Context: an optimization exercise on an open-source flow, tuned for small area, a short achievable clock period and few clock cycles. The choices shown serve that exercise and are no tape-out recipe.
No functional check of the RTL was part of any run shown here.
Power is estimated from default activity; no workload was simulated.

$ cat flow/design.v
module mest_pro_ctrlr(
    input  clk,
    input  i_reset_n,
    input  i_start,
    input  i_redirect,
    input  i_halt,
    output o_start,
    output reg o_run,
    output reg o_issue,
    output reg o_all_done
);
reg  halted;
wire start = i_start & ~o_run & ~halted & ~o_all_done;
assign o_start = start;
always @(posedge clk or negedge i_reset_n)
begin
    if (~i_reset_n) begin
        o_run      <= 1'b0;
        o_issue    <= 1'b0;
        halted     <= 1'b0;
        o_all_done <= 1'b0;
    end else begin
        o_run      <= start | (o_run & ~i_halt);
        o_issue    <= start | (o_run & ~i_halt & ~i_redirect);
        halted     <= i_halt;
        o_all_done <= halted;
    end
end
endmodule
module mest_pro_fetch(
    input  clk,
    input  i_reset_n,
    input  i_run,
    input  i_start,
    input  i_halt,
    input  i_jmp,
    input  i_ret,
    input  [7:0] i_const_K,
    output [15:0] o_prog_counter
);
reg [15:0] pc;
reg [15:0] ret_pc;
wire [15:0] pc_inc = pc + 16'd1;
always @(posedge clk or negedge i_reset_n)
begin
    if (~i_reset_n) begin
        pc     <= 16'd0;
        ret_pc <= 16'd0;
    end else begin
        if (i_jmp)
            ret_pc <= pc;
        if (~i_run)
            pc <= {15'd0, i_start};
        else if (i_jmp)
            pc <= {8'd0, i_const_K};
        else if (i_ret)
            pc <= ret_pc;
        else if (i_halt)
            pc <= 16'd0;
        else
            pc <= pc_inc;
    end
end
assign o_prog_counter = pc;
endmodule
module mest_pro_decode(
    input  clk,
    input  i_reset_n,
    input  i_issue,
    input  [27:0] i_instr,
    output reg o_valid,
    output reg o_s0,
    output reg o_cin,
    output reg [7:0] o_a,
    output reg [7:1] o_bm,
    output reg [8:0] o_y
);
wire [3:0] op = i_instr[27:24];
wire [7:0] a  = i_instr[15:8];
wire [7:0] b  = i_instr[7:0];
wire       mul = (op == 4'd2);
reg [7:0] x;
reg [8:0] y;
always @(*)
begin
    x = 8'd0;
    y = 9'd0;
    case (op)
    4'd0: begin x = a; y = {1'b0, b}; end
    4'd1: begin x = a; y = ~{1'b0, b}; end
    4'd2: x = a;
    4'd3: x = a & b;
    4'd4: x = a | b;
    4'd5: x = {1'b0, a[7:1]};
    4'd6: begin x = {a[6:0], 1'b0}; y = {a[7], 8'd0}; end
    4'd7: begin x = ~a; y = {1'b1, 8'd0}; end
    default: ;
    endcase
end
always @(posedge clk or negedge i_reset_n)
begin
    if (~i_reset_n)
        o_valid <= 1'b0;
    else
        o_valid <= i_issue;
end
always @(posedge clk)
begin
    o_s0  <= mul ? b[0] : 1'b1;
    o_bm  <= mul ? b[7:1] : 7'd0;
    o_cin <= (op == 4'd1);
    o_a   <= x;
    o_y   <= y;
end
endmodule
module mest_pro_exec(
    input  clk,
    input  i_reset_n,
    input  i_valid,
    input  i_s0,
    input  i_cin,
    input  [7:0] i_a,
    input  [7:1] i_bm,
    input  [8:0] i_y,
    output reg o_valid_result,
    output reg [7:0] o_result,
    output reg o_carry,
    output reg o_zero_flag
);
wire p_1 = i_y[0] ^ i_cin ^ (i_a[0] & i_s0);
wire p_2 = (i_y[0] & i_cin) | ((i_a[0] & i_s0) & (i_y[0] ^ i_cin));
wire p_3 = (i_a[1] & i_s0) ^ ((i_a[0] & i_bm[1]) | i_y[1]) ^ p_2;
wire p_4 = ((i_a[1] & i_s0) & ((i_a[0] & i_bm[1]) | i_y[1])) | (p_2 & ((i_a[1] & i_s0) ^ ((i_a[0] & i_bm[1]) | i_y[1])));
wire p_5 = (i_a[2] & i_s0) ^ (i_a[0] & i_bm[2]) ^ ((i_a[1] & i_bm[1]) | i_y[2]);
wire p_6 = ((i_a[2] & i_s0) & (i_a[0] & i_bm[2])) | (((i_a[1] & i_bm[1]) | i_y[2]) & ((i_a[2] & i_s0) ^ (i_a[0] & i_bm[2])));
wire p_7 = p_5 ^ p_4;
wire p_8 = p_5 & p_4;
wire p_9 = (i_a[3] & i_s0) ^ (i_a[1] & i_bm[2]) ^ (i_a[0] & i_bm[3]);
wire p_10 = ((i_a[3] & i_s0) & (i_a[1] & i_bm[2])) | ((i_a[0] & i_bm[3]) & ((i_a[3] & i_s0) ^ (i_a[1] & i_bm[2])));
wire p_11 = ((i_a[2] & i_bm[1]) | i_y[3]) ^ p_6 ^ p_9;
wire p_12 = (((i_a[2] & i_bm[1]) | i_y[3]) & p_6) | (p_9 & (((i_a[2] & i_bm[1]) | i_y[3]) ^ p_6));
wire p_13 = p_11 ^ p_8;
wire p_14 = p_11 & p_8;
wire p_15 = (i_a[4] & i_s0) ^ (i_a[2] & i_bm[2]) ^ (i_a[1] & i_bm[3]);
wire p_16 = ((i_a[4] & i_s0) & (i_a[2] & i_bm[2])) | ((i_a[1] & i_bm[3]) & ((i_a[4] & i_s0) ^ (i_a[2] & i_bm[2])));
wire p_17 = (i_a[0] & i_bm[4]) ^ ((i_a[3] & i_bm[1]) | i_y[4]) ^ p_10;
wire p_18 = ((i_a[0] & i_bm[4]) & ((i_a[3] & i_bm[1]) | i_y[4])) | (p_10 & ((i_a[0] & i_bm[4]) ^ ((i_a[3] & i_bm[1]) | i_y[4])));
wire p_19 = p_15 ^ p_17 ^ p_12;
wire p_20 = (p_15 & p_17) | (p_12 & (p_15 ^ p_17));
wire p_21 = p_14 ^ p_19;
wire p_22 = p_14 & p_19;
wire p_23 = (i_a[5] & i_s0) ^ (i_a[3] & i_bm[2]);
wire p_24 = (i_a[5] & i_s0) & (i_a[3] & i_bm[2]);
wire p_25 = (i_a[2] & i_bm[3]) ^ (i_a[1] & i_bm[4]) ^ (i_a[0] & i_bm[5]);
wire p_26 = ((i_a[2] & i_bm[3]) & (i_a[1] & i_bm[4])) | ((i_a[0] & i_bm[5]) & ((i_a[2] & i_bm[3]) ^ (i_a[1] & i_bm[4])));
wire p_27 = ((i_a[4] & i_bm[1]) | i_y[5]) ^ p_23;
wire p_28 = ((i_a[4] & i_bm[1]) | i_y[5]) & p_23;
wire p_29 = (i_a[6] & i_s0) ^ (i_a[4] & i_bm[2]) ^ (i_a[3] & i_bm[3]);
wire p_30 = ((i_a[6] & i_s0) & (i_a[4] & i_bm[2])) | ((i_a[3] & i_bm[3]) & ((i_a[6] & i_s0) ^ (i_a[4] & i_bm[2])));
wire p_31 = (i_a[2] & i_bm[4]) ^ (i_a[1] & i_bm[5]) ^ (i_a[0] & i_bm[6]);
wire p_32 = ((i_a[2] & i_bm[4]) & (i_a[1] & i_bm[5])) | ((i_a[0] & i_bm[6]) & ((i_a[2] & i_bm[4]) ^ (i_a[1] & i_bm[5])));
wire p_33 = (i_a[7] & i_s0) ^ (i_a[5] & i_bm[2]) ^ (i_a[4] & i_bm[3]);
wire p_34 = ((i_a[7] & i_s0) & (i_a[5] & i_bm[2])) | ((i_a[4] & i_bm[3]) & ((i_a[7] & i_s0) ^ (i_a[5] & i_bm[2])));
wire p_35 = (i_a[3] & i_bm[4]) ^ (i_a[2] & i_bm[5]) ^ (i_a[1] & i_bm[6]);
wire p_36 = ((i_a[3] & i_bm[4]) & (i_a[2] & i_bm[5])) | ((i_a[1] & i_bm[6]) & ((i_a[3] & i_bm[4]) ^ (i_a[2] & i_bm[5])));
wire p_37 = (i_a[6] & i_bm[2]) ^ (i_a[5] & i_bm[3]) ^ (i_a[4] & i_bm[4]);
wire p_38 = ((i_a[6] & i_bm[2]) & (i_a[5] & i_bm[3])) | ((i_a[4] & i_bm[4]) & ((i_a[6] & i_bm[2]) ^ (i_a[5] & i_bm[3])));
wire p_39 = (i_a[3] & i_bm[5]) ^ (i_a[2] & i_bm[6]);
wire p_40 = (i_a[3] & i_bm[5]) & (i_a[2] & i_bm[6]);
wire p_41 = p_16 ^ p_25 ^ p_27;
wire p_42 = (p_16 & p_25) | (p_27 & (p_16 ^ p_25));
wire p_43 = ((i_a[5] & i_bm[1]) | i_y[6]) ^ p_24 ^ p_26;
wire p_44 = (((i_a[5] & i_bm[1]) | i_y[6]) & p_24) | (p_26 & (((i_a[5] & i_bm[1]) | i_y[6]) ^ p_24));
wire p_45 = p_29 ^ p_31;
wire p_46 = p_29 & p_31;
wire p_47 = (i_a[0] & i_bm[7]) ^ ((i_a[6] & i_bm[1]) | i_y[7]) ^ p_30;
wire p_48 = ((i_a[0] & i_bm[7]) & ((i_a[6] & i_bm[1]) | i_y[7])) | (p_30 & ((i_a[0] & i_bm[7]) ^ ((i_a[6] & i_bm[1]) | i_y[7])));
wire p_49 = p_32 ^ p_33 ^ p_35;
wire p_50 = (p_32 & p_33) | (p_35 & (p_32 ^ p_33));
wire p_51 = (i_a[1] & i_bm[7]) ^ ((i_a[7] & i_bm[1]) | i_y[8]) ^ p_39;
wire p_52 = ((i_a[1] & i_bm[7]) & ((i_a[7] & i_bm[1]) | i_y[8])) | (p_39 & ((i_a[1] & i_bm[7]) ^ ((i_a[7] & i_bm[1]) | i_y[8])));
wire p_53 = p_34 ^ p_36 ^ p_37;
wire p_54 = (p_34 & p_36) | (p_37 & (p_34 ^ p_36));
wire p_55 = p_18 ^ p_41;
wire p_56 = p_18 & p_41;
wire p_57 = p_28 ^ p_45 ^ p_43;
wire p_58 = (p_28 & p_45) | (p_43 & (p_28 ^ p_45));
wire p_59 = p_46 ^ p_44 ^ p_47;
wire p_60 = (p_46 & p_44) | (p_47 & (p_46 ^ p_44));
wire p_61 = p_51 ^ p_48 ^ p_50;
wire p_62 = (p_51 & p_48) | (p_50 & (p_51 ^ p_48));
reg [16:0] q;
reg v1;
always @(posedge clk)
begin
    q[0] <= p_1;
    q[1] <= p_3;
    q[2] <= p_7;
    q[3] <= p_13;
    q[4] <= p_21;
    q[5] <= p_20;
    q[6] <= p_22;
    q[7] <= p_55;
    q[8] <= p_42;
    q[9] <= p_57;
    q[10] <= p_56;
    q[11] <= p_49;
    q[12] <= p_59;
    q[13] <= p_58;
    q[14] <= p_53;
    q[15] <= p_61;
    q[16] <= p_60;
end
wire s_1 = q[5] ^ q[6];
wire s_2 = q[5] & q[6];
wire s_3 = q[8] ^ q[9] ^ q[10];
wire s_4 = (q[8] & q[9]) | (q[10] & (q[8] ^ q[9]));
wire s_5 = q[11] ^ q[12] ^ q[13];
wire s_6 = (q[11] & q[12]) | (q[13] & (q[11] ^ q[12]));
wire s_7 = q[14] ^ q[15] ^ q[16];
wire s_8 = (q[14] & q[15]) | (q[16] & (q[14] ^ q[15]));
wire [3:0] fx, fy;
assign fx[0] = q[7];
assign fx[1] = s_3;
assign fx[2] = s_5;
assign fx[3] = s_7;
assign fy[0] = s_1;
assign fy[1] = s_2;
assign fy[2] = s_4;
assign fy[3] = s_6;
wire [3:0] ag = fx & fy;
wire [3:0] ap = fx ^ fy;
wire ag0_1 = ag[1] | (ap[1] & ag[0]);
wire ap0_1 = ap[1] & ap[0];
wire ag0_3 = ag[3] | (ap[3] & ag[2]);
wire ap0_3 = ap[3] & ap[2];
wire ag1_2 = ag[2] | (ap[2] & ag0_1);
wire ap1_2 = ap[2] & ap0_1;
wire ag1_3 = ag0_3 | (ap0_3 & ag0_1);
wire ap1_3 = ap0_3 & ap0_1;
wire [3:0] rh = {ap[3] ^ ag1_2, ap[2] ^ ag0_1, ap[1] ^ ag[0], ap[0]};
wire       zh = ((fx ^ fy) == {fx[2:0] | fy[2:0], 1'b0});
wire [8:0] r = {rh, {q[4], q[3], q[2], q[1], q[0]}};
wire       zero = zh & ~(|{q[4], q[3], q[2], q[1], q[0]});
always @(posedge clk or negedge i_reset_n)
begin
    if (~i_reset_n) begin
        v1             <= 1'b0;
        o_valid_result <= 1'b0;
    end else begin
        v1             <= i_valid;
        o_valid_result <= v1;
    end
end
always @(posedge clk)
begin
    o_result    <= r[7:0];
    o_carry     <= r[8];
    o_zero_flag <= zero;
end
endmodule
module mest_pro#(
    parameter OP_CODE_SIZE     = 4,
    parameter INSTRUCTION_SIZE = OP_CODE_SIZE + 8 + 8 + 8,
    parameter ROM_DEPTH = 65536
)(
    input clk,
    input i_reset_n,
    input i_start,
    output [$clog2(ROM_DEPTH)-1  :0] o_prog_counter,
    input [INSTRUCTION_SIZE-1    :0] i_instruction,
    output [8-1 :0] o_result,
    output o_valid_result,
    output o_carry,
    output o_zero_flag,
    output o_all_done
);
wire       issue;       
wire       run;         
wire       start;
wire [3:0] op   = i_instruction[27:24];
wire       is_jmp  = issue & (op == 4'd8);
wire       is_ret  = issue & (op == 4'd9);
wire       is_halt = issue & (op == 4'd15);
wire       x_s0, x_cin;
wire [7:0] x_a;
wire [7:1] x_bm;
wire [8:0] x_y;
wire       x_valid;
mest_pro_ctrlr u_ctrlr(
    .clk        (clk),
    .i_reset_n  (i_reset_n),
    .i_start    (i_start),
    .i_redirect (is_jmp | is_ret),
    .i_halt     (is_halt),
    .o_start    (start),
    .o_run      (run),
    .o_issue    (issue),
    .o_all_done (o_all_done)
);
mest_pro_fetch u_fetch(
    .clk            (clk),
    .i_reset_n      (i_reset_n),
    .i_run          (run),
    .i_start        (start),
    .i_halt         (is_halt),
    .i_jmp          (is_jmp),
    .i_ret          (is_ret),
    .i_const_K      (i_instruction[23:16]),
    .o_prog_counter (o_prog_counter)
);
mest_pro_decode u_decode(
    .clk        (clk),
    .i_reset_n  (i_reset_n),
    .i_issue    (issue),
    .i_instr    (i_instruction),
    .o_valid    (x_valid),
    .o_s0       (x_s0),
    .o_cin      (x_cin),
    .o_a        (x_a),
    .o_bm       (x_bm),
    .o_y        (x_y)
);
mest_pro_exec u_exec(
    .clk            (clk),
    .i_reset_n      (i_reset_n),
    .i_valid        (x_valid),
    .i_s0           (x_s0),
    .i_cin          (x_cin),
    .i_a            (x_a),
    .i_bm           (x_bm),
    .i_y            (x_y),
    .o_valid_result (o_valid_result),
    .o_result       (o_result),
    .o_carry        (o_carry),
    .o_zero_flag    (o_zero_flag)
);
endmodule
$ cat flow/flow/run.sh
#!/bin/bash
# Layout: the standard synthesis, then the standard ORFS steps with plain
# buffers (not delay cells) on the ports and free resizing.
set -euo pipefail
bash standard.sh synth > synth.log 2>&1
bash standard.sh BUFFER_PORTS_ARGS="-buffer_cell sky130_fd_sc_hd__buf_1" MATCH_CELL_FOOTPRINT=0 finish > layout.log 2>&1
$ cat flow/standard.sh
#!/bin/bash
# synth_recipe.tcl (not shown) runs the flow's synth.tcl, then flattens the netlist and writes it again
# the make line also repeats each setting of config.mk as NAME=value (left out here)
make -C /OpenROAD-flow-scripts/flow DESIGN_CONFIG=/design/flow/config.mk WORK_HOME=/design/flow/orfs CLKGATE_MAP_FILE= SYNTH_SCRIPT=/design/flow/synth_recipe.tcl "${@:-finish}"
$ cat flow/config.mk
export PLATFORM = sky130hd
export DESIGN_NAME = mest_pro
export DESIGN_NICKNAME = mest_pro
export VERILOG_FILES = /design/flow/design.v
export SDC_FILE = /design/flow/constraint.sdc
export NUM_CORES = 4
export LEC_CHECK = 0
export ABC_AREA = 1
export CAP_MARGIN = 20
export CORE_MARGIN = 2
export CORE_UTILIZATION = 60
export CTS_BUF_LIST = sky130_fd_sc_hd__clkbuf_8
export SETUP_SLACK_MARGIN = 2.9
export SLEW_MARGIN = 20
$ cat flow/constraint.sdc
create_clock -name core_clock -period 5.0 [get_ports {clk}]
set_input_delay 1.0000 -clock core_clock [delete_from_list [all_inputs] [get_ports {clk}]]
set_output_delay 1.0000 -clock core_clock [all_outputs]
set_load 0.01 [all_outputs]
==> impl_metrics.env, run 1 <==
export IMPL_outcome="timing/DRC/antenna clean"
export IMPL_finish_net_count=698
export IMPL_grt_first_pass_wirelength_um=16000
export IMPL_hold_slack_ps=358
export IMPL_routabilityCongestion=0.838
export IMPL_timing_clock_skew_ps=16.1
export IMPL_grt_antenna_before_repair=0
export IMPL_clock_sinks=92
export IMPL_critical_path_startpoint_type="register"
export IMPL_cts_root_buffer_cell="sky130_fd_sc_hd__clkbuf_8"
export IMPL_worstHoldStart="u_exec.q[1]"
export IMPL_report_final_hold_viol_count=0
export IMPL_ff2ff_path_depth=6
export IMPL_relSlewSlack=0.685
export IMPL_ys_seq_area_frac=0.437
export IMPL_critPathKind="reg -> reg"
export IMPL_synthesis_instances=559
export IMPL_met3RoutedLength_um=488
export IMPL_slew_of_the_pin_with_the_lowest_slew_margin_ps=472
export IMPL_finalPower_mw=1.67
export IMPL_asyncSetResetFlopFracSynth=0.424
export IMPL_remaining_global_route_overflow=0
export IMPL_worst_setup_hold_path_clk_slew_ps=90
export IMPL_met2_wl_post_dr_um=4360
export IMPL_power_leakage_nw=2.63
export IMPL_worst_hold_path_type="reg -> reg"
export IMPL_min_period_ps=2200
export IMPL_vert_die_dim_um=92.1
export IMPL_detailedRoute_firstPassIterationCount=5
export IMPL_rsz0062_at_grt="yes"
export IMPL_worst_skew_pair_late_latency_ps=360
export IMPL_worstHoldPathCells=0
export IMPL_min_delay_worst_endpoint="u_exec.o_result[1]"
export IMPL_worstSetupEndpointType="register"
export IMPL_yosys_top_cells_area="sky130_fd_sc_hd__dfxtp_1 23%, sky130_fd_sc_hd__dfrtp_1 21%, sky130_fd_sc_hd__nand2_1 14%"
export IMPL_drt_wirelength_per_cell_um=12.7
export IMPL_finish_cell_count_without_fillers=736
export IMPL_synth_top_area_frac=0.228
export IMPL_die_width_um=92.1
export IMPL_antenna_cells_inserted=0
export IMPL_syn_nets=628
export IMPL_cell_area_reported_after_detailed_placement_mm2=0.00496
export IMPL_max_cap_viol_count=0
export IMPL_buffer_ports_inserted=58
export IMPL_report_final_setup_viol=0
export IMPL_num_rows=32
export IMPL_place_ws_ps=2560
export IMPL_yosys_warning_total=4
export IMPL_design_core_area_mm2=0.00761
export IMPL_layout_cell_area_non_filler_mm2=0.00530
export IMPL_crit_reg2reg_launch="u_decode.o_a[0]"
export IMPL_detail_route_wirelength_met1_um=4350
export IMPL_power_density_mw_per_mm2=316
export IMPL_post_synth_cell_area_avg_um2=8.33
export IMPL_tritoncts_clock_tree="yes"
export IMPL_report_final_slew_viol_count=0
export IMPL_htree_num_levels=3
export IMPL_mappedNetlistArea_mm2=0.00466
export IMPL_synthDistinctLibCells=33
export IMPL_via_per_instance_ratio=5.10
export IMPL_hpwl_um=7050
export IMPL_route_antenna_remaining_nets=0
export IMPL_critical_path_peak_fanout=2
export IMPL_remaining_drc_errors=0
export IMPL_synth_cell_count_leaders="172 x sky130_fd_sc_hd__nand2_1, 82 x sky130_fd_sc_hd__inv_1, 53 x sky130_fd_sc_hd__dfxtp_1"
export IMPL_ioPinCount=59
export IMPL_num_vias=3751
export IMPL_fin_setup_tns_ps=0
export IMPL_area_growth_synth_to_final_pct=13.8
export IMPL_post_route_worst_setup_slack_ps=2800
export IMPL_maximum_number_of_pins_on_one_net_before_global_route_repair=40
export IMPL_starting_density=0.612
export IMPL_cts_made_buffers=9
export IMPL_ys_flop_type="sky130_fd_sc_hd__dfxtp_1"
export IMPL_timing_reg2reg_setup_slack_ps=2800
export IMPL_drt_first_iter_violations=241
export IMPL_utilization=0.697
export IMPL_cp_data_arrival_time_ps=2440
export IMPL_min_period_over_period=0.441
export IMPL_yosysMostFrequentCell="sky130_fd_sc_hd__nand2_1"
export IMPL_maxUsedRoutingLayer="met4"
export IMPL_max_freq_mhz=454
export IMPL_worstPathRequired_ps=5240
export IMPL_max_vdd_ir_drop_uv=260
export IMPL_endpoint_of_the_lowest_slack_register_to_register_path="u_exec.q[4]"
export IMPL_numPlacedInstances=709
export IMPL_synth_edff_count=0
export IMPL_max_clock_path_buffers=2
export IMPL_timing_critical_path_from="u_decode.o_a[0]"
export IMPL_fp_dieArea_mm2=0.00848
export IMPL_postSynthRegisterBits=92
export IMPL_netlist_top_cell_by_area="sky130_fd_sc_hd__dfxtp_1"
export IMPL_gr_usage_all_layers=0.238
export IMPL_post_route_cells_drive_above_1_share=0.121
export IMPL_wl_um=9340
export IMPL_number_of_global_route_vias_before_repair=3572
layout make-up:
type,count,area (um^2)
inverters,85,319
fillers,636,2310
repair buffers,69,329
clock inverters,7,48.8
well taps,102,128
clock buffers,9,124
multi-input cells,372,2290
flip-flops and latches,92,2060
layer usage:
| layer | up-vias | GRT usage |
|---|---|---|
| met2 | 116 | 0.393 |
| met4 | 0 | 0.0746 |
| li1 | 1876 | - |
| met3 | 17 | 0.0411 |
| met5 | - | 0 |
| met1 | 1742 | 0.324 |
critical path, cell delays in order, from the launching register on:
cell and delay [ps]:
sky130_fd_sc_hd__dfxtp_4 370, sky130_fd_sc_hd__nand2_4 50, sky130_fd_sc_hd__fa_2 380, sky130_fd_sc_hd__fa_1 480, sky130_fd_sc_hd__fa_1 510, sky130_fd_sc_hd__inv_1 40
sky130_fd_sc_hd__ha_1 270
state kept, by name, summed over array words and instances (netlist names), 7 cells and up:
register         cells
u_decode.o_a         8
u_decode.o_bm        7
u_exec.q            17
u_exec.o_result      8
u_decode.o_y         9
u_fetch.ret_pc      16
u_fetch.pc          16
repair_timing:
item / 4_1_cts / 5_1_grt
endpoints found under the setup margin: 6 / 32
resized for setup: 23 / 9
buffers inserted: 8 / 2
pin swaps: 8 / 6
hold buffers: 0 / 0
cells in the final DEF, fill, tap and decap left out, types with 3 or more instances in the layout:
cell type,instances
sky130_fd_sc_hd__nand2_1,168
sky130_fd_sc_hd__inv_1,76
sky130_fd_sc_hd__buf_1,57
sky130_fd_sc_hd__dfxtp_1,45
sky130_fd_sc_hd__dfrtp_1,39
sky130_fd_sc_hd__nor2_1,30
sky130_fd_sc_hd__o21ai_0,27
sky130_fd_sc_hd__nand3_1,24
sky130_fd_sc_hd__a21oi_1,19
sky130_fd_sc_hd__fa_1,15
sky130_fd_sc_hd__ha_1,15
sky130_fd_sc_hd__inv_2,9
sky130_fd_sc_hd__clkbuf_8,9
sky130_fd_sc_hd__xor2_1,8
sky130_fd_sc_hd__fa_2,8
sky130_fd_sc_hd__nand4_1,7
sky130_fd_sc_hd__o21ai_2,7
sky130_fd_sc_hd__nand2_2,6
sky130_fd_sc_hd__o211ai_1,6
sky130_fd_sc_hd__buf_4,6
sky130_fd_sc_hd__dfxtp_4,6
sky130_fd_sc_hd__xnor2_1,5
sky130_fd_sc_hd__a21o_1,4
sky130_fd_sc_hd__buf_6,4
sky130_fd_sc_hd__nor2_2,3
sky130_fd_sc_hd__o21ai_1,3
sky130_fd_sc_hd__clkinv_2,3
sky130_fd_sc_hd__inv_6,3
cells by family (layout without fill, tap and decap cells):
group	Yosys count	count (layout)	synth area share
buffers and inverters	95	170	0.0808
AO/OA/AOI/OAI	71	71	0.0908
flip-flops	92	92	0.437
AND/OR/NAND/NOR	249	249	0.226
adder cells (fa/ha/maj)	38	38	0.139
XOR/XNOR	14	14	0.0263
power by group:
group / leakage, nW / total, mW / switching, mW / internal, mW
clock: 0.0902 / 0.445 / 0.262 / 0.183
combinational: 1.58 / 0.317 / 0.203 / 0.115
sequential: 0.957 / 0.911 / 0.0780 / 0.833
worst max path at each step:
stage | to | slack (ps) | cells after the start
3_5_place_dp | u_exec.q[4] | 2560 | 6
3_3_place_gp | u_fetch.ret_pc[12] | 2610 | 7
4_1_cts | u_exec.q[4] | 2790 | 6
6_report | u_exec.q[4] | 2800 | 6
5_1_grt | u_exec.q[4] | 2730 | 8
2_1_floorplan | u_exec.q[4] | 2790 | 7
==> run 2: changes to the inputs <==
--- a/flow/config.mk
+++ b/flow/config.mk
@@ -10,5 +10,5 @@
 export CORE_MARGIN = 2
 export CORE_UTILIZATION = 60
 export CTS_BUF_LIST = sky130_fd_sc_hd__clkbuf_8
-export SETUP_SLACK_MARGIN = 2.9
+export SETUP_SLACK_MARGIN = 2.95
 export SLEW_MARGIN = 20
==> run 2 against run 1 <==
Net effect:
- largest cell class unchanged
- clock power is essentially flat
- first-iteration DRC count shrank 7.9%
- utilization increased by 1.5 points
- fmax decreased by 0.70%
- worst hold slack worse by 1.7 ps
- setup slack got worse by 16 ps
- total power rose by 0.67%
- die area did not move
==> impl_metrics.env, run 2 <==
export IMPL_outcome="timing/DRC/antenna clean"
export IMPL_num_rows=32
export IMPL_final_cell_mix="162 x sky130_fd_sc_hd__nand2_1, 71 x sky130_fd_sc_hd__inv_1, 57 x sky130_fd_sc_hd__buf_1"
export IMPL_clock_sinks=92
export IMPL_timing_clock_skew_ps=17.5
export IMPL_yosysMostFrequentCell="sky130_fd_sc_hd__nand2_1"
export IMPL_fp_dieArea_mm2=0.00848
export IMPL_layout_cell_area_non_filler_mm2=0.00541
export IMPL_worst_setup_hold_path_clk_slew_ps=90
export IMPL_detailedRoute_firstPassIterationCount=5
export IMPL_timing_critical_path_from="u_decode.o_a[0]"
export IMPL_syn_nets=628
export IMPL_largest_registers="u_exec.q (17), u_fetch.pc (16), u_fetch.ret_pc (16)"
export IMPL_max_freq_mhz=451
export IMPL_grt_antenna_before_repair=0
export IMPL_crit_path_top_delay_cell="sky130_fd_sc_hd__fa_1"
export IMPL_die_width_um=92.1
export IMPL_power_leakage_nw=2.67
export IMPL_netlist_top_cell_by_area="sky130_fd_sc_hd__dfxtp_1"
export IMPL_cell_area_reported_after_detailed_placement_mm2=0.00496
export IMPL_synthesis_instances=559
export IMPL_number_of_global_route_vias_before_repair=3598
export IMPL_remaining_global_route_overflow=0
export IMPL_worstPathRequired_ps=5240
export IMPL_critical_path_peak_fanout=2
export IMPL_antenna_cells_inserted=0
export IMPL_power_density_mw_per_mm2=311
export IMPL_cp_data_arrival_time_ps=2460
export IMPL_num_vias=3747
export IMPL_report_final_slew_viol_count=0
export IMPL_cts_made_buffers=9
export IMPL_buffer_ports_inserted=58
export IMPL_slew_of_the_pin_with_the_lowest_slew_margin_ps=468
export IMPL_largest_register_ff_count=17
export IMPL_register_with_the_highest_flop_count="u_exec.q"
export IMPL_synth_top_area_frac=0.228
export IMPL_synth_cell_count_leaders="172 x sky130_fd_sc_hd__nand2_1, 82 x sky130_fd_sc_hd__inv_1, 53 x sky130_fd_sc_hd__dfxtp_1"
export IMPL_synth_edff_count=0
export IMPL_drt_wirelength_per_cell_um=12.9
export IMPL_design_core_area_mm2=0.00761
export IMPL_ff2ff_path_depth=6
export IMPL_cpMostUsedCell="sky130_fd_sc_hd__fa_1"
export IMPL_report_final_setup_viol=0
export IMPL_gr_usage_all_layers=0.242
export IMPL_finish_net_count=702
export IMPL_numPlacedInstances=709
export IMPL_worstHoldStart="u_exec.q[1]"
export IMPL_wl_um=9520
export IMPL_tritoncts_clock_tree="yes"
export IMPL_worstSetupEndpointType="register"
export IMPL_max_vdd_ir_drop_uv=260
export IMPL_ioPinCount=59
export IMPL_rsz0062_at_grt="yes"
export IMPL_yosys_top_cells_area="sky130_fd_sc_hd__dfxtp_1 23%, sky130_fd_sc_hd__dfrtp_1 21%, sky130_fd_sc_hd__nand2_1 14%"
export IMPL_area_growth_synth_to_final_pct=16.2
export IMPL_mappedNetlistArea_mm2=0.00466
export IMPL_vert_die_dim_um=92.1
export IMPL_crit_reg2reg_launch="u_decode.o_a[0]"
export IMPL_ys_flop_type="sky130_fd_sc_hd__dfxtp_1"
export IMPL_fin_setup_tns_ps=0
export IMPL_yosys_warning_total=4
export IMPL_max_clock_path_buffers=2
export IMPL_layout_cells_most_common="sky130_fd_sc_hd__nand2_1"
export IMPL_place_ws_ps=2560
export IMPL_hpwl_um=7050
export IMPL_critPathMaxStageDelay_ps=510
export IMPL_asyncSetResetFlopFracSynth=0.424
export IMPL_worstHoldPathCells=0
export IMPL_report_final_hold_viol_count=0
export IMPL_finish_cell_count_without_fillers=740
export IMPL_maximum_number_of_pins_on_one_net_before_global_route_repair=40
export IMPL_min_period_over_period=0.444
export IMPL_critical_path_startpoint_type="register"
export IMPL_drt_first_iter_violations=222
export IMPL_worst_hold_path_type="reg -> reg"
export IMPL_critPathKind="reg -> reg"
export IMPL_post_route_cells_drive_above_1_share=0.155
export IMPL_starting_density=0.612
export IMPL_grt_first_pass_wirelength_um=16200
export IMPL_synthDistinctLibCells=33
export IMPL_path_cells="nand2_4 > fa_2 > fa_1 > fa_1 > inv_1 > ha_1"
export IMPL_relSlewSlack=0.688
export IMPL_routabilityCongestion=0.838
export IMPL_remaining_drc_errors=0
export IMPL_post_synth_cell_area_avg_um2=8.33
export IMPL_max_cap_viol_count=0
export IMPL_min_period_ps=2220
export IMPL_htree_num_levels=3
export IMPL_post_route_worst_setup_slack_ps=2780
export IMPL_cts_root_buffer_cell="sky130_fd_sc_hd__clkbuf_8"
export IMPL_route_antenna_remaining_nets=0
export IMPL_via_per_instance_ratio=5.06
export IMPL_worst_skew_pair_late_latency_ps=360
export IMPL_postSynthRegisterBits=92
export IMPL_ys_seq_area_frac=0.437
-- run 2: cell count changes in the layout (fill, tap and decap cells not counted), moves of 2 or more --
cell                      change
sky130_fd_sc_hd__ha_4         +2
sky130_fd_sc_hd__inv_2        +5
sky130_fd_sc_hd__ha_1         -2
sky130_fd_sc_hd__dfrtp_1      -3
sky130_fd_sc_hd__dfrtp_2      +3
sky130_fd_sc_hd__nand2_2      +4
sky130_fd_sc_hd__buf_6        +3
sky130_fd_sc_hd__nand2_1      -6
sky130_fd_sc_hd__inv_1        -5
sky130_fd_sc_hd__nand2_4      +2
-- run 2: stage by stage --
step / power (mW) / util / hold slack, ps
floorplan: 1.12 / - / 331
global placement: 1.22 / 0.653 / 340
detailed placement: 1.23 / 0.653 / 338
CTS: 1.69 / 0.695 / 358
global route: 1.78 / 0.711 / 374
finish: 1.68 / 0.711 / 356
-- run 2: repair_timing --
action / in CTS / in global routing
pin swaps: 13 / 14
buffers inserted: 9 / 5
gates resized for setup: 35 / 20
hold buffers: 0 / 0
cloned: 0 / 0
endpoints found under the setup margin: 9 / 32
-- run 2: final cells by class --
class	count	area, um^2
Multi-Input combinational cell	372	2340
Inverter	85	319
Sequential cell	92	2070
Timing Repair Buffer	73	383
Clock inverter	7	48.8
Fill cell	619	2200
Clock buffer	9	124
Tap cell	102	128
-- run 2: power breakdown --
part	internal (mW)	switching, mW
sequential	0.833	0.0784
clock	0.183	0.263
combinational	0.121	0.205
-- run 2: worst paths after layout --
path                                         endpoint  slack, ps
worst min-delay path               u_exec.o_result[1]        360
worst min register to register     u_exec.o_result[1]        360
worst max-delay path                      u_exec.q[4]       2780
worst max register to register            u_exec.q[4]       2780
min in group asynchronous       u_exec.o_valid_result        510
max in group asynchronous              u_fetch.pc[14]       4040
-- run 2: layer usage --
layer  GRT usage  wire length [um]  vias to the layer above
met5           0                 0                        -
met4      0.0784               104                        0
met3      0.0403               400                       11
met2       0.404              4540                      105
met1       0.325              4470                     1749
li1            -                 -                     1882
-- run 2: cells by family after synthesis --
| group | Yosys count | share of synthesized area |
|---|---|---|
| compound gates | 71 | 0.0908 |
| xor+xnor | 14 | 0.0263 |
| fa+ha+maj | 38 | 0.139 |
| buf+inv | 95 | 0.0808 |
| flops | 92 | 0.437 |
| simple gates | 249 | 0.226 |
-- run 2: critical path, delay by kind of cell (launching register included) --
family,cells,cell delay (ps)
and+or+nand+nor,1,50
buffers and inverters,1,40
DFF,1,380
adders and majority gates,4,1650
==> run 3: changes to the inputs <==
--- a/flow/design.v
+++ b/flow/design.v
@@ -32,7 +32,6 @@
     input  i_reset_n,
     input  i_run,
     input  i_start,
-    input  i_halt,
     input  i_jmp,
     input  i_ret,
     input  [7:0] i_const_K,
@@ -55,8 +54,6 @@
             pc <= {8'd0, i_const_K};
         else if (i_ret)
             pc <= ret_pc;
-        else if (i_halt)
-            pc <= 16'd0;
         else
             pc <= pc_inc;
     end
@@ -79,6 +76,7 @@
 wire [7:0] a  = i_instr[15:8];
 wire [7:0] b  = i_instr[7:0];
 wire       mul = (op == 4'd2);
+wire       shl = (op == 4'd6);
 reg [7:0] x;
 reg [8:0] y;
 always @(*)
@@ -92,7 +90,7 @@
     4'd3: x = a & b;
     4'd4: x = a | b;
     4'd5: x = {1'b0, a[7:1]};
-    4'd6: begin x = {a[6:0], 1'b0}; y = {a[7], 8'd0}; end
+    4'd6: x = a;
     4'd7: begin x = ~a; y = {1'b1, 8'd0}; end
     default: ;
     endcase
@@ -106,8 +104,8 @@
 end
 always @(posedge clk)
 begin
-    o_s0  <= mul ? b[0] : 1'b1;
-    o_bm  <= mul ? b[7:1] : 7'd0;
+    o_s0  <= mul ? b[0] : ~shl;
+    o_bm  <= mul ? b[7:1] : {6'd0, shl};
     o_cin <= (op == 4'd1);
     o_a   <= x;
     o_y   <= y;
@@ -303,7 +301,6 @@
     .i_reset_n      (i_reset_n),
     .i_run          (run),
     .i_start        (start),
-    .i_halt         (is_halt),
     .i_jmp          (is_jmp),
     .i_ret          (is_ret),
     .i_const_K      (i_instruction[23:16]),
==> run 3 against run 2 <==
Net effect:
- highest routed layer unchanged
- clock skew is 9.8 ps lower
- sequential power is 11% higher
- still clean on timing, DRC and antenna
- utilization is 0.59 points higher
==> impl_metrics.env, run 3 <==
export IMPL_final_cell_mix="121 x sky130_fd_sc_hd__nand2_1, 76 x sky130_fd_sc_hd__inv_1, 57 x sky130_fd_sc_hd__buf_1"
export IMPL_met2_usage=0.454
export IMPL_yosys_warning_total=4
export IMPL_postSynthRegisterBits=92
export IMPL_fin_setup_tns_ps=0
export IMPL_grt_antenna_before_repair=0
export IMPL_internal_power_mw=1.33
export IMPL_ff2ff_path_depth=8
export IMPL_yosysMostFrequentCell="sky130_fd_sc_hd__nand2_1"
export IMPL_netlist_top_cell_by_area="sky130_fd_sc_hd__dfxtp_1"
export IMPL_synth_edff_count=0
export IMPL_min_period_ps=2230
export IMPL_area_growth_synth_to_final_pct=16.0
export IMPL_post_synth_cell_area_avg_um2=8.32
export IMPL_max_freq_mhz=448
export IMPL_synthDistinctLibCells=34
export IMPL_finalPower_mw=2.04
export IMPL_grt_first_pass_wirelength_um=16800
export IMPL_slew_of_the_pin_with_the_lowest_slew_margin_ps=890
export IMPL_drt_wirelength_per_cell_um=13.1
export IMPL_routabilityCongestion=0.844
export IMPL_synth_cell_count_leaders="132 x sky130_fd_sc_hd__nand2_1, 90 x sky130_fd_sc_hd__inv_1, 53 x sky130_fd_sc_hd__dfxtp_1"
export IMPL_seq_power_share=0.496
export IMPL_p_sw_frac=0.350
export IMPL_max_vdd_ir_drop_uv=256
export IMPL_report_final_setup_viol=0
export IMPL_synthesis_instances=571
export IMPL_ys_flop_type="sky130_fd_sc_hd__dfxtp_1"
export IMPL_route_antenna_remaining_nets=0
export IMPL_buffer_ports_inserted=58
export IMPL_grt_met3_usage=0.0403
export IMPL_critPathKind="reg -> reg"
export IMPL_gr_max_usage_layer="met2"
export IMPL_worst_skew_pair_late_latency_ps=350
export IMPL_drt_first_iter_violations=167
export IMPL_relSlewSlack=0.407
export IMPL_tritoncts_clock_tree="yes"
export IMPL_ys_seq_area_frac=0.429
export IMPL_worst_hold_path_type="reg -> reg"
export IMPL_post_route_cells_drive_above_1_share=0.174
export IMPL_ioPinCount=59
export IMPL_asyncSetResetFlopFracSynth=0.424
export IMPL_hpwl_um=7070
export IMPL_share_comb_of_total_power=0.244
export IMPL_vert_die_dim_um=93.0
export IMPL_yosys_top_cells_area="sky130_fd_sc_hd__dfxtp_1 22%, sky130_fd_sc_hd__dfrtp_1 21%, sky130_fd_sc_hd__nand2_1 10%"
export IMPL_num_vias=3768
export IMPL_clkPwrFrac=0.260
export IMPL_wl_um=9750
export IMPL_timing_clock_skew_ps=7.65
export IMPL_largest_registers="u_exec.q (17), u_fetch.pc (16), u_fetch.ret_pc (16)"
export IMPL_outcome="timing/DRC/antenna clean"
export IMPL_cts_root_buffer_cell="sky130_fd_sc_hd__clkbuf_8"
export IMPL_cts_made_buffers=9
export IMPL_nFillCells=641
export IMPL_starting_density=0.618
export IMPL_gr_usage_all_layers=0.245
export IMPL_synth_top_area_frac=0.223
export IMPL_post_route_worst_setup_slack_ps=2770
export IMPL_mappedNetlistArea_mm2=0.00475
export IMPL_htree_num_levels=3
export IMPL_number_of_global_route_vias_before_repair=3833
export IMPL_cts_hold_buf=0
export IMPL_report_final_slew_viol_count=0
export IMPL_power_density_mw_per_mm2=370
export IMPL_worstHoldPathCells=0
export IMPL_remaining_global_route_overflow=0
export IMPL_design_core_area_mm2=0.00769
export IMPL_finish_cell_count_without_fillers=746
export IMPL_power_net_switching_mw=0.714
export IMPL_worstPathRequired_ps=5260
export IMPL_syn_nets=640
export IMPL_clock_sinks=92
export IMPL_numPlacedInstances=720
export IMPL_min_period_over_period=0.446
export IMPL_worstSetupEndpointType="register"
export IMPL_met1_use_gr=0.283
export IMPL_max_cap_viol_count=0
export IMPL_cp_data_arrival_time_ps=2490
export IMPL_rsz0062_at_grt="yes"
export IMPL_power_leakage_nw=2.65
export IMPL_die_width_um=93.0
export IMPL_register_with_the_highest_flop_count="u_exec.q"
export IMPL_layout_cells_most_common="sky130_fd_sc_hd__nand2_1"
export IMPL_critical_path_peak_fanout=3
export IMPL_place_ws_ps=2180
export IMPL_largest_register_ff_count=17
export IMPL_maximum_number_of_pins_on_one_net_before_global_route_repair=40
export IMPL_report_final_hold_viol_count=0
export IMPL_remaining_drc_errors=0
export IMPL_fp_dieArea_mm2=0.00865
export IMPL_num_rows=32
export IMPL_detailedRoute_firstPassIterationCount=4
export IMPL_via_per_instance_ratio=5.05
export IMPL_worst_setup_hold_path_clk_slew_ps=100
export IMPL_critical_path_startpoint_type="register"
export IMPL_finish_net_count=708
export IMPL_antenna_cells_inserted=0
export IMPL_max_clock_path_buffers=2
==> run 3: cell count changes after synthesis, moves of 4 or more <==
cell                      before  now
sky130_fd_sc_hd__o22ai_1       0    4
sky130_fd_sc_hd__inv_1        82   90
sky130_fd_sc_hd__o21ai_0      27   38
sky130_fd_sc_hd__nand3_1      24   32
sky130_fd_sc_hd__nand2_1     172  132
sky130_fd_sc_hd__nor2_2        2    9
sky130_fd_sc_hd__nor2_1       31   45
sky130_fd_sc_hd__xor2_1        9    5
==> run 3: layout make-up <==
type	count	area, um^2	area share
clock inverter	7	87.6	0.0159
inverter	96	363	0.0658
clock buffer	9	124	0.0225
sequential	92	2060	0.374
tap	102	128	0.0231
multi-input combinational	372	2430	0.441
timing repair buffer	68	317	0.0574
==> run 3: repair_timing <==
item	in CTS	in global routing
pin swaps	12	18
endpoints found under the setup margin	26	19
resized for setup	39	24
setup buffers	9	1
==> run 3: routing by layer <==
metal	vias up	wire length, um	share of wire
met5	-	0	0
met4	0	97	0.0099
met3	10	290	0.030
met2	70	5180	0.53
met1	1777	4190	0.43
li1	1911	-	-
==> run 3: power groups by stage <==
stage	sequential [mW]	clock (mW)	combinational [mW]
6_report	1.01	0.531	0.498
4_1_cts	1.01	0.543	0.490
3_5_place_dp	1.03	0	0.467
2_1_floorplan	1.02	0	0.327
5_1_grt	1.04	0.578	0.574
3_3_place_gp	1.03	0	0.452
==> run 3: cell families (layout without fill, tap and decap cells) <==
family                   count (synthesis)  in the layout  share of synthesized area
AO/OA/AOI/OAI                           83             83                      0.101
XOR/XNOR                                12             12                     0.0221
adder cells (fa/ha/maj)                 38             38                      0.136
buffers and inverters                  107            180                     0.0927
flip-flops                              92             92                      0.429
multiplexers                             2              2                    0.00632
AND/OR/NAND/NOR                        237            237                      0.213
==> run 3: worst paths after layout <==
check / to / startpoint / slack, ps
worst max-delay path: u_exec.q[4] / u_decode.o_a[1] / 2770
worst min-delay path: u_exec.o_result[0] / u_exec.q[0] / 360
worst max register to register: u_exec.q[4] / u_decode.o_a[1] / 2770
worst min register to register: u_exec.o_result[0] / u_exec.q[0] / 360
max in group asynchronous: u_fetch.pc[8] / i_reset_n / 3680
min in group asynchronous: u_ctrlr.halted / i_reset_n / 760
==> run 3: through the flow <==
| stage | hold WS (ps) | cell area [um^2] | utilization |
|---|---|---|---|
| floorplan | 331 | 4790 | - |
| global placement | 335 | 5040 | 0.656 |
| detailed placement | 340 | 5040 | 0.656 |
| CTS | 361 | 5440 | 0.707 |
| global route | 366 | 5510 | 0.717 |
| finish | 357 | 5510 | 0.717 |
==> run 3: worst max-delay path, cell delays in order (launching register included) <==
cell and delay, ps:
sky130_fd_sc_hd__dfxtp_4 390, sky130_fd_sc_hd__nand2_4 50, sky130_fd_sc_hd__fa_2 570, sky130_fd_sc_hd__inv_2 40
sky130_fd_sc_hd__fa_2 350, sky130_fd_sc_hd__inv_2 60, sky130_fd_sc_hd__fa_1 410, sky130_fd_sc_hd__inv_2 80
sky130_fd_sc_hd__ha_4 190
==> run 4: changes to the inputs <==
--- a/flow/config.mk
+++ b/flow/config.mk
@@ -10,5 +10,5 @@
 export CORE_MARGIN = 2
 export CORE_UTILIZATION = 60
 export CTS_BUF_LIST = sky130_fd_sc_hd__clkbuf_8
-export SETUP_SLACK_MARGIN = 2.95
+export SETUP_SLACK_MARGIN = 2.9
 export SLEW_MARGIN = 20
==> run 4 against run 3 <==
Net effect:
- critical endpoint unchanged
- die area did not move
- still clean on timing, DRC and antenna
- flip-flop and latch count did not move
- cell count decreased by 0.13%
- utilization shrank 1.0 points
- count of clock-buffer cells in the layout did not move
- clock power about the same
- global-route usage shrank 0.30 points
==> impl_metrics.env, run 4 <==
export IMPL_outcome="timing/DRC/antenna clean"
export IMPL_max_cap_viol_count=0
export IMPL_syn_nets=640
export IMPL_synth_cell_count_leaders="132 x sky130_fd_sc_hd__nand2_1, 90 x sky130_fd_sc_hd__inv_1, 53 x sky130_fd_sc_hd__dfxtp_1"
export IMPL_utilization=0.707
export IMPL_synthDistinctLibCells=34
export IMPL_remaining_global_route_overflow=0
export IMPL_detailedRoute_firstPassIterationCount=4
export IMPL_report_final_slew_viol_count=0
export IMPL_maximum_number_of_pins_on_one_net_before_global_route_repair=40
export IMPL_fin_setup_tns_ps=0
export IMPL_post_route_cells_drive_above_1_share=0.148
export IMPL_worstSetupEndpointType="register"
export IMPL_critPathKind="reg -> reg"
export IMPL_ys_seq_area_frac=0.429
export IMPL_power_leakage_nw=2.65
export IMPL_routabilityCongestion=0.844
export IMPL_nFillCells=665
export IMPL_synth_edff_count=0
export IMPL_yosysMostFrequentCell="sky130_fd_sc_hd__nand2_1"
export IMPL_clkPwrFrac=0.261
export IMPL_cts_root_buffer_cell="sky130_fd_sc_hd__clkbuf_8"
export IMPL_max_vdd_ir_drop_uv=255
export IMPL_synthesis_instances=571
export IMPL_grt_antenna_before_repair=0
export IMPL_timing_clock_skew_ps=6.76
export IMPL_netlist_top_cell_by_area="sky130_fd_sc_hd__dfxtp_1"
export IMPL_gr_max_usage_layer="met2"
export IMPL_antenna_cells_inserted=0
export IMPL_crit_path_top_delay_cell="sky130_fd_sc_hd__fa_1"
export IMPL_ys_flop_type="sky130_fd_sc_hd__dfxtp_1"
export IMPL_worst_skew_pair_late_latency_ps=350
export IMPL_multi_input_area_mm2=0.00237
export IMPL_cts_hold_buf=0
export IMPL_cts_made_buffers=9
export IMPL_hpwl_um=7070
export IMPL_layout_cell_area_non_filler_mm2=0.00544
export IMPL_finish_net_count=707
export IMPL_drt_wirelength_per_cell_um=13.1
export IMPL_sequential_cell_area_mm2=0.00206
export IMPL_drt_first_iter_violations=162
export IMPL_cp_data_arrival_time_ps=2460
export IMPL_critical_path_peak_fanout=3
export IMPL_clock_sinks=92
export IMPL_met1_use_gr=0.280
export IMPL_final_cell_mix="126 x sky130_fd_sc_hd__nand2_1, 82 x sky130_fd_sc_hd__inv_1, 57 x sky130_fd_sc_hd__buf_1"
export IMPL_post_route_worst_setup_slack_ps=2800
export IMPL_critical_path_startpoint_type="register"
export IMPL_rsz0062_at_grt="yes"
export IMPL_report_final_hold_viol_count=0
export IMPL_wl_um=9730
export IMPL_worst_setup_hold_path_clk_slew_ps=100
export IMPL_numPlacedInstances=720
export IMPL_synth_top_area_frac=0.223
export IMPL_yosys_top_cells_area="sky130_fd_sc_hd__dfxtp_1 22%, sky130_fd_sc_hd__dfrtp_1 21%, sky130_fd_sc_hd__nand2_1 10%"
export IMPL_share_comb_of_total_power=0.241
export IMPL_num_rows=32
export IMPL_p_sw_frac=0.349
export IMPL_postSynthRegisterBits=92
export IMPL_htree_num_levels=3
export IMPL_via_per_instance_ratio=5.02
export IMPL_relSlewSlack=0.412
export IMPL_register_with_the_highest_flop_count="u_exec.q"
export IMPL_fp_dieArea_mm2=0.00865
export IMPL_yosys_warning_total=4
export IMPL_critPathMaxStageDelay_ps=530
export IMPL_die_width_um=93.0
export IMPL_post_synth_cell_area_avg_um2=8.32
export IMPL_area_growth_synth_to_final_pct=14.3
export IMPL_starting_density=0.618
export IMPL_slew_of_the_pin_with_the_lowest_slew_margin_ps=882
export IMPL_finalPower_mw=2.03
export IMPL_min_period_ps=2200
export IMPL_path_cells="nand2_4 > fa_2 > fa_1 > fa_1 > inv_2 > ha_4"
export IMPL_report_final_setup_viol=0
export IMPL_finish_cell_count_without_fillers=745
export IMPL_min_period_over_period=0.441
export IMPL_design_core_area_mm2=0.00769
export IMPL_layout_cells_most_common="sky130_fd_sc_hd__nand2_1"
export IMPL_worstPathRequired_ps=5260
export IMPL_seq_power_share=0.498
export IMPL_tritoncts_clock_tree="yes"
export IMPL_worst_hold_path_type="reg -> reg"
export IMPL_max_clock_path_buffers=2
export IMPL_power_net_switching_mw=0.709
export IMPL_internal_power_mw=1.32
export IMPL_gr_usage_all_layers=0.242
export IMPL_grt_met3_usage=0.0379
export IMPL_met2_usage=0.453
export IMPL_max_freq_mhz=454
export IMPL_power_density_mw_per_mm2=374
export IMPL_mappedNetlistArea_mm2=0.00475
export IMPL_route_antenna_remaining_nets=0
export IMPL_grt_first_pass_wirelength_um=16600
export IMPL_largest_registers="u_exec.q (17), u_fetch.pc (16), u_fetch.ret_pc (16)"
export IMPL_number_of_global_route_vias_before_repair=3796
export IMPL_cpMostUsedCell="sky130_fd_sc_hd__fa_1"
export IMPL_buffer_ports_inserted=58
export IMPL_remaining_drc_errors=0
export IMPL_largest_register_ff_count=17
export IMPL_vert_die_dim_um=93.0
export IMPL_place_ws_ps=2180
export IMPL_num_vias=3740
export IMPL_asyncSetResetFlopFracSynth=0.424
export IMPL_cell_area_reported_after_detailed_placement_mm2=0.00504
export IMPL_hold_slack_ps=357
export IMPL_ioPinCount=59
-- run 4: path summary, 6_finish.rpt --
kind / from / to / slack, ps / depth (start not counted)
worst max-delay path: u_decode.o_a[1] / u_exec.q[4] / 2800 / 6
worst min-delay path: u_exec.q[0] / u_exec.o_result[0] / 360 / 0
worst max register to register: u_decode.o_a[1] / u_exec.q[4] / 2800 / 6
worst min register to register: u_exec.q[0] / u_exec.o_result[0] / 360 / 0
max in group asynchronous: i_reset_n / u_fetch.ret_pc[3] / 3690 / 1
min in group asynchronous: i_reset_n / u_ctrlr.halted / 760 / 1
-- run 4: layout make-up --
| class | instances | share of cell area |
|---|---|---|
| sequential | 92 | 0.380 |
| multi-input combinational | 372 | 0.436 |
| tap | 102 | 0.0235 |
| timing repair buffer | 67 | 0.0555 |
| inverter | 96 | 0.0668 |
| clock buffer | 9 | 0.0228 |
| clock inverter | 7 | 0.0161 |
-- run 4: critical path: cells and delay by family (launching register included) --
| family | cells | cell delay (ps) |
|---|---|---|
| adders and majority gates | 4 | 1630 |
| buffers and inverters | 1 | 50 |
| DFF | 1 | 380 |
| and+or+nand+nor | 1 | 50 |
-- run 4: layer usage --
| layer | share of wire | vias to the layer above |
|---|---|---|
| met3 | 0.031 | 16 |
| met2 | 0.53 | 69 |
| met4 | 0.014 | 0 |
| met1 | 0.43 | 1744 |
| li1 | - | 1911 |
| met5 | 0 | - |
-- run 4: power by group through the flow --
stage	Clock (mW)	Combinational, mW	Sequential [mW]
6_report	0.531	0.489	1.01
5_1_grt	0.577	0.565	1.04
4_1_cts	0.543	0.484	1.01
3_5_place_dp	0	0.467	1.03
3_3_place_gp	0	0.452	1.03
2_1_floorplan	0	0.327	1.02
-- run 4: cell families after synthesis --
logic type,Yosys count,synth area share
AOI/OAI and AO/OA,83,0.101
xor gates and xnor gates,12,0.0221
adders and majority gates,38,0.136
buffers and inverters,107,0.0927
DFF,92,0.429
muxes,2,0.00632
and+or+nand+nor,237,0.213
-- run 4: timing repair --
item,CTS,global route
buffers inserted,9,0
setup endpoints to repair,23,16
resized for setup,21,22
pin swaps,5,11
==> run 5: changes to the inputs <==
--- a/flow/design.v
+++ b/flow/design.v
@@ -32,6 +32,7 @@
     input  i_reset_n,
     input  i_run,
     input  i_start,
+    input  i_halt,
     input  i_jmp,
     input  i_ret,
     input  [7:0] i_const_K,
@@ -39,7 +40,21 @@
 );
 reg [15:0] pc;
 reg [15:0] ret_pc;
-wire [15:0] pc_inc = pc + 16'd1;
+wire [3:0]  g  = {&pc[11:8], &pc[7:4], &pc[3:0], 1'b1};
+wire [3:0]  gc = {g[3] & g[2] & g[1], g[2] & g[1], g[1], 1'b1};
+reg  [15:0] cy;
+integer i;
+always @(*)
+begin
+    for (i = 0; i < 4; i = i + 1) begin
+        cy[4*i]   = gc[i];
+        cy[4*i+1] = gc[i] & pc[4*i];
+        cy[4*i+2] = gc[i] & pc[4*i] & pc[4*i+1];
+        cy[4*i+3] = gc[i] & pc[4*i] & pc[4*i+1] & pc[4*i+2];
+    end
+end
+wire [15:0] pc_inc = pc ^ cy;
+wire [15:0] pc_seq = i_run ? pc_inc : {15'd0, i_start};
 always @(posedge clk or negedge i_reset_n)
 begin
     if (~i_reset_n) begin
@@ -48,14 +63,14 @@
     end else begin
         if (i_jmp)
             ret_pc <= pc;
-        if (~i_run)
-            pc <= {15'd0, i_start};
-        else if (i_jmp)
+        if (i_jmp)
             pc <= {8'd0, i_const_K};
         else if (i_ret)
             pc <= ret_pc;
+        else if (i_halt)
+            pc <= 16'd0;
         else
-            pc <= pc_inc;
+            pc <= pc_seq;
     end
 end
 assign o_prog_counter = pc;
@@ -161,33 +176,33 @@
 wire p_34 = ((i_a[7] & i_s0) & (i_a[5] & i_bm[2])) | ((i_a[4] & i_bm[3]) & ((i_a[7] & i_s0) ^ (i_a[5] & i_bm[2])));
 wire p_35 = (i_a[3] & i_bm[4]) ^ (i_a[2] & i_bm[5]) ^ (i_a[1] & i_bm[6]);
 wire p_36 = ((i_a[3] & i_bm[4]) & (i_a[2] & i_bm[5])) | ((i_a[1] & i_bm[6]) & ((i_a[3] & i_bm[4]) ^ (i_a[2] & i_bm[5])));
-wire p_37 = (i_a[6] & i_bm[2]) ^ (i_a[5] & i_bm[3]) ^ (i_a[4] & i_bm[4]);
-wire p_38 = ((i_a[6] & i_bm[2]) & (i_a[5] & i_bm[3])) | ((i_a[4] & i_bm[4]) & ((i_a[6] & i_bm[2]) ^ (i_a[5] & i_bm[3])));
-wire p_39 = (i_a[3] & i_bm[5]) ^ (i_a[2] & i_bm[6]);
-wire p_40 = (i_a[3] & i_bm[5]) & (i_a[2] & i_bm[6]);
-wire p_41 = p_16 ^ p_25 ^ p_27;
-wire p_42 = (p_16 & p_25) | (p_27 & (p_16 ^ p_25));
-wire p_43 = ((i_a[5] & i_bm[1]) | i_y[6]) ^ p_24 ^ p_26;
-wire p_44 = (((i_a[5] & i_bm[1]) | i_y[6]) & p_24) | (p_26 & (((i_a[5] & i_bm[1]) | i_y[6]) ^ p_24));
-wire p_45 = p_29 ^ p_31;
-wire p_46 = p_29 & p_31;
-wire p_47 = (i_a[0] & i_bm[7]) ^ ((i_a[6] & i_bm[1]) | i_y[7]) ^ p_30;
-wire p_48 = ((i_a[0] & i_bm[7]) & ((i_a[6] & i_bm[1]) | i_y[7])) | (p_30 & ((i_a[0] & i_bm[7]) ^ ((i_a[6] & i_bm[1]) | i_y[7])));
-wire p_49 = p_32 ^ p_33 ^ p_35;
-wire p_50 = (p_32 & p_33) | (p_35 & (p_32 ^ p_33));
-wire p_51 = (i_a[1] & i_bm[7]) ^ ((i_a[7] & i_bm[1]) | i_y[8]) ^ p_39;
-wire p_52 = ((i_a[1] & i_bm[7]) & ((i_a[7] & i_bm[1]) | i_y[8])) | (p_39 & ((i_a[1] & i_bm[7]) ^ ((i_a[7] & i_bm[1]) | i_y[8])));
-wire p_53 = p_34 ^ p_36 ^ p_37;
-wire p_54 = (p_34 & p_36) | (p_37 & (p_34 ^ p_36));
-wire p_55 = p_18 ^ p_41;
-wire p_56 = p_18 & p_41;
-wire p_57 = p_28 ^ p_45 ^ p_43;
-wire p_58 = (p_28 & p_45) | (p_43 & (p_28 ^ p_45));
-wire p_59 = p_46 ^ p_44 ^ p_47;
-wire p_60 = (p_46 & p_44) | (p_47 & (p_46 ^ p_44));
-wire p_61 = p_51 ^ p_48 ^ p_50;
-wire p_62 = (p_51 & p_48) | (p_50 & (p_51 ^ p_48));
-reg [16:0] q;
+wire p_37 = p_16 ^ p_25 ^ p_27;
+wire p_38 = (p_16 & p_25) | (p_27 & (p_16 ^ p_25));
+wire p_39 = ((i_a[5] & i_bm[1]) | i_y[6]) ^ p_24 ^ p_26;
+wire p_40 = (((i_a[5] & i_bm[1]) | i_y[6]) & p_24) | (p_26 & (((i_a[5] & i_bm[1]) | i_y[6]) ^ p_24));
+wire p_41 = p_29 ^ p_31;
+wire p_42 = p_29 & p_31;
+wire p_43 = (i_a[0] & i_bm[7]) ^ ((i_a[6] & i_bm[1]) | i_y[7]) ^ p_30;
+wire p_44 = ((i_a[0] & i_bm[7]) & ((i_a[6] & i_bm[1]) | i_y[7])) | (p_30 & ((i_a[0] & i_bm[7]) ^ ((i_a[6] & i_bm[1]) | i_y[7])));
+wire p_45 = p_32 ^ p_33 ^ p_35;
+wire p_46 = (p_32 & p_33) | (p_35 & (p_32 ^ p_33));
+wire p_47 = p_18 ^ p_37;
+wire p_48 = p_18 & p_37;
+wire p_49 = p_28 ^ p_41 ^ p_39;
+wire p_50 = (p_28 & p_41) | (p_39 & (p_28 ^ p_41));
+wire p_51 = p_42 ^ p_40 ^ p_43;
+wire p_52 = (p_42 & p_40) | (p_43 & (p_42 ^ p_40));
+wire p_53 = (i_a[6] & i_bm[2]) ^ (i_a[5] & i_bm[3]);
+wire p_54 = (i_a[4] & i_bm[4]) ^ (i_a[3] & i_bm[5]);
+wire p_55 = (i_a[2] & i_bm[6]) ^ (i_a[1] & i_bm[7]);
+wire p_56 = ((i_a[7] & i_bm[1]) | i_y[8]) ^ p_53;
+wire p_57 = p_54 ^ p_55;
+wire p_58 = p_34 ^ p_36;
+wire p_59 = p_56 ^ p_57;
+wire p_60 = p_58 ^ p_59;
+wire p_61 = p_44 ^ p_60;
+wire p_62 = p_46 ^ p_61;
+reg [15:0] q;
 reg v1;
 always @(posedge clk)
 begin
@@ -198,16 +213,15 @@
     q[4] <= p_21;
     q[5] <= p_20;
     q[6] <= p_22;
-    q[7] <= p_55;
-    q[8] <= p_42;
-    q[9] <= p_57;
-    q[10] <= p_56;
-    q[11] <= p_49;
-    q[12] <= p_59;
-    q[13] <= p_58;
-    q[14] <= p_53;
-    q[15] <= p_61;
-    q[16] <= p_60;
+    q[7] <= p_47;
+    q[8] <= p_38;
+    q[9] <= p_49;
+    q[10] <= p_48;
+    q[11] <= p_45;
+    q[12] <= p_51;
+    q[13] <= p_50;
+    q[14] <= p_62;
+    q[15] <= p_52;
 end
 wire s_1 = q[5] ^ q[6];
 wire s_2 = q[5] & q[6];
@@ -215,8 +229,8 @@
 wire s_4 = (q[8] & q[9]) | (q[10] & (q[8] ^ q[9]));
 wire s_5 = q[11] ^ q[12] ^ q[13];
 wire s_6 = (q[11] & q[12]) | (q[13] & (q[11] ^ q[12]));
-wire s_7 = q[14] ^ q[15] ^ q[16];
-wire s_8 = (q[14] & q[15]) | (q[16] & (q[14] ^ q[15]));
+wire s_7 = q[14] ^ q[15];
+wire s_8 = q[14] & q[15];
 wire [3:0] fx, fy;
 assign fx[0] = q[7];
 assign fx[1] = s_3;
@@ -301,6 +315,7 @@
     .i_reset_n      (i_reset_n),
     .i_run          (run),
     .i_start        (start),
+    .i_halt         (is_halt),
     .i_jmp          (is_jmp),
     .i_ret          (is_ret),
     .i_const_K      (i_instruction[23:16]),
==> flow/flow/run.sh (replaced) <==
#!/bin/bash
# Layout: the standard synthesis, then the standard ORFS steps with plain
# buffers (not delay cells) on the ports and free resizing.
set -euo pipefail
bash standard.sh synth > synth.log 2>&1
bash standard.sh BUFFER_PORTS_ARGS="-buffer_cell sky130_fd_sc_hd__buf_1" MATCH_CELL_FOOTPRINT=0 CTS_ARGS="-sink_clustering_enable -repair_clock_nets -buf_list sky130_fd_sc_hd__clkbuf_8 -dont_use_dummy_load" finish > layout.log 2>&1
--- a/flow/config.mk
+++ b/flow/config.mk
@@ -8,7 +8,7 @@
 export ABC_AREA = 1
 export CAP_MARGIN = 20
 export CORE_MARGIN = 2
-export CORE_UTILIZATION = 60
+export CORE_UTILIZATION = 55
 export CTS_BUF_LIST = sky130_fd_sc_hd__clkbuf_8
-export SETUP_SLACK_MARGIN = 2.9
+export SETUP_SLACK_MARGIN = 2.95
 export SLEW_MARGIN = 20
==> run 5 against run 4 <==
Net effect:
- still clean
- wire length fell by 6.6%
- clock power fell by 28%
- fmax rose by 2.0%
- via count fell by 6.9%
- die area rose by 2.6%
- sequential power fell by 12%
- area after synthesis fell by 5.8%
- highest routed layer unchanged
==> impl_metrics.env, run 5 <==
export IMPL_remaining_drc_errors=0
export IMPL_num_rows=32
export IMPL_asyncSetResetFlopFracSynth=0.429
export IMPL_synth_edff_count=0
export IMPL_critPathKind="reg -> reg"
export IMPL_netlist_top_cell_by_area="sky130_fd_sc_hd__dfxtp_1"
export IMPL_starting_density=0.573
export IMPL_post_synth_cell_area_avg_um2=8.72
export IMPL_layout_cells_most_common="sky130_fd_sc_hd__nand2_1"
export IMPL_hpwl_um=6600
export IMPL_synthDistinctLibCells=36
export IMPL_power_leakage_nw=2.62
export IMPL_tritoncts_clock_tree="yes"
export IMPL_drt_wirelength_per_cell_um=13.3
export IMPL_htree_num_levels=3
export IMPL_ys_flop_type="sky130_fd_sc_hd__dfxtp_1"
export IMPL_timing_clock_skew_ps=33.1
export IMPL_cp_data_arrival_time_ps=2380
export IMPL_worst_hold_path_type="reg -> reg"
export IMPL_seq_power_share=0.562
export IMPL_synth_cell_count_leaders="150 x sky130_fd_sc_hd__nand2_1, 78 x sky130_fd_sc_hd__inv_1, 52 x sky130_fd_sc_hd__dfxtp_1"
export IMPL_report_final_slew_viol_count=0
export IMPL_route_antenna_remaining_nets=0
export IMPL_gr_usage_all_layers=0.224
export IMPL_remaining_global_route_overflow=0
export IMPL_cts_made_buffers=9
export IMPL_clkPwrFrac=0.242
export IMPL_clock_sinks=91
export IMPL_die_width_um=94.2
export IMPL_area_growth_synth_to_final_pct=12.9
export IMPL_maximum_number_of_pins_on_one_net_before_global_route_repair=40
export IMPL_finish_net_count=659
export IMPL_design_core_area_mm2=0.00781
export IMPL_report_final_hold_viol_count=0
export IMPL_via_per_instance_ratio=5.11
export IMPL_rsz0062_at_grt="yes"
export IMPL_detailedRoute_firstPassIterationCount=5
export IMPL_finalPower_mw=1.58
export IMPL_post_route_cells_drive_above_1_share=0.0950
export IMPL_layout_cell_area_non_filler_mm2=0.00505
export IMPL_cell_area_reported_after_detailed_placement_mm2=0.00478
export IMPL_worstSetupEndpointType="register"
export IMPL_synthesis_instances=513
export IMPL_fin_setup_tns_ps=0
export IMPL_critical_path_peak_fanout=7
export IMPL_postSynthRegisterBits=91
export IMPL_power_density_mw_per_mm2=313
export IMPL_critical_path_startpoint_type="register"
export IMPL_cts_root_buffer_cell="sky130_fd_sc_hd__clkbuf_8"
export IMPL_max_vdd_ir_drop_uv=217
export IMPL_antenna_cells_inserted=0
export IMPL_final_cell_mix="147 x sky130_fd_sc_hd__nand2_1, 78 x sky130_fd_sc_hd__inv_1, 57 x sky130_fd_sc_hd__buf_1"
export IMPL_worstPathRequired_ps=5220
export IMPL_ys_seq_area_frac=0.451
export IMPL_yosys_top_cells_area="sky130_fd_sc_hd__dfxtp_1 23%, sky130_fd_sc_hd__dfrtp_1 22%, sky130_fd_sc_hd__nand2_1 13%"
export IMPL_drt_first_iter_violations=151
export IMPL_power_net_switching_mw=0.476
export IMPL_fp_dieArea_mm2=0.00887
export IMPL_mappedNetlistArea_mm2=0.00448
export IMPL_grt_antenna_before_repair=0
export IMPL_max_freq_mhz=463
export IMPL_min_period_over_period=0.432
export IMPL_yosys_warning_total=4
export IMPL_utilization=0.647
export IMPL_share_comb_of_total_power=0.197
export IMPL_internal_power_mw=1.11
export IMPL_vert_die_dim_um=94.2
export IMPL_outcome="timing/DRC/antenna clean"
export IMPL_routabilityCongestion=0.869
export IMPL_wl_um=9090
export IMPL_largest_registers="u_exec.q (16), u_fetch.pc (16), u_fetch.ret_pc (16)"
-- run 5: changes by cell type after synthesis, sizes merged, moves of 4 or more --
| cell | delta |
|---|---|
| nor2 | -29 |
| o21ai | -23 |
| nand2 | +19 |
| inv | -14 |
| a21oi | -12 |
| ha | +9 |
| o2111ai | +7 |
| nand4 | -6 |
| xnor2 | -4 |
-- run 5: routing by layer --
layer	vias to the layer above	global-route usage	share of wire
met2	92	0.349	0.45
met4	0	0.0894	0.016
met1	1646	0.311	0.48
met3	12	0.0393	0.053
li1	1733	-	-
met5	-	0	0
-- run 5: stage by stage --
stage	hold slack, ps	instances	setup slack (ps)
2_1_floorplan	331	513	2810
3_3_place_gp	335	665	2690
3_5_place_dp	340	665	2650
4_1_cts	352	680	2840
5_1_grt	365	681	2780
6_report	351	681	2840
-- run 5: repair_timing --
action,in CTS,in global routing
setup buffers,6,1
pin swaps,1,3
hold endpoints to repair,0,0
resized for setup,15,15
cloned,0,0
setup endpoints to repair,8,33
hold buffers,0,0
-- run 5: power groups by stage --
stage | combinational [mW] | sequential, mW | clock, mW
finish | 0.312 | 0.890 | 0.383
global route | 0.360 | 0.901 | 0.423
CTS | 0.302 | 0.892 | 0.387
detailed placement | 0.295 | 0.911 | 0
global placement | 0.291 | 0.909 | 0
floorplan | 0.186 | 0.912 | 0
-- run 5: layout make-up --
| cell class | instances | area (um^2) |
|---|---|---|
| Clock buffer | 9 | 124 |
| Multi-Input combinational cell | 331 | 2160 |
| Timing Repair Buffer | 66 | 283 |
| Fill cell | 677 | 2750 |
| Tap cell | 102 | 128 |
| Inverter | 82 | 313 |
| Sequential cell | 91 | 2040 |
-- run 5: cells by family after synthesis --
family	after synthesis	share of synthesized area
AOI/OAI and AO/OA	59	0.0791
and+or+nand+nor	218	0.206
DFF	91	0.451
xor gates and xnor gates	7	0.0137
adders and majority gates	47	0.170
buffers and inverters	91	0.0808
-- run 5: path summary, 6_finish.rpt --
check                                      from               endpoint  slack, ps  depth (start not counted)
worst max register to register  u_decode.o_a[3]            u_exec.q[4]       2840                          6
min in group asynchronous             i_reset_n  u_exec.o_valid_result        730                          1
worst min-delay path                u_exec.q[3]     u_exec.o_result[3]        350                          0
max in group asynchronous             i_reset_n      u_fetch.ret_pc[4]       3710                          1
worst max-delay path            u_decode.o_a[3]            u_exec.q[4]       2840                          6
worst min register to register      u_exec.q[3]     u_exec.o_result[3]        350                          0
-- run 5: worst max-delay path, stage by stage, from the launching register on --
cell and delay (ps):
sky130_fd_sc_hd__dfxtp_4 390, sky130_fd_sc_hd__nand2_1 60, sky130_fd_sc_hd__inv_1 60, sky130_fd_sc_hd__fa_2 440, sky130_fd_sc_hd__fa_2 360, sky130_fd_sc_hd__fa_1 460
sky130_fd_sc_hd__ha_1 270
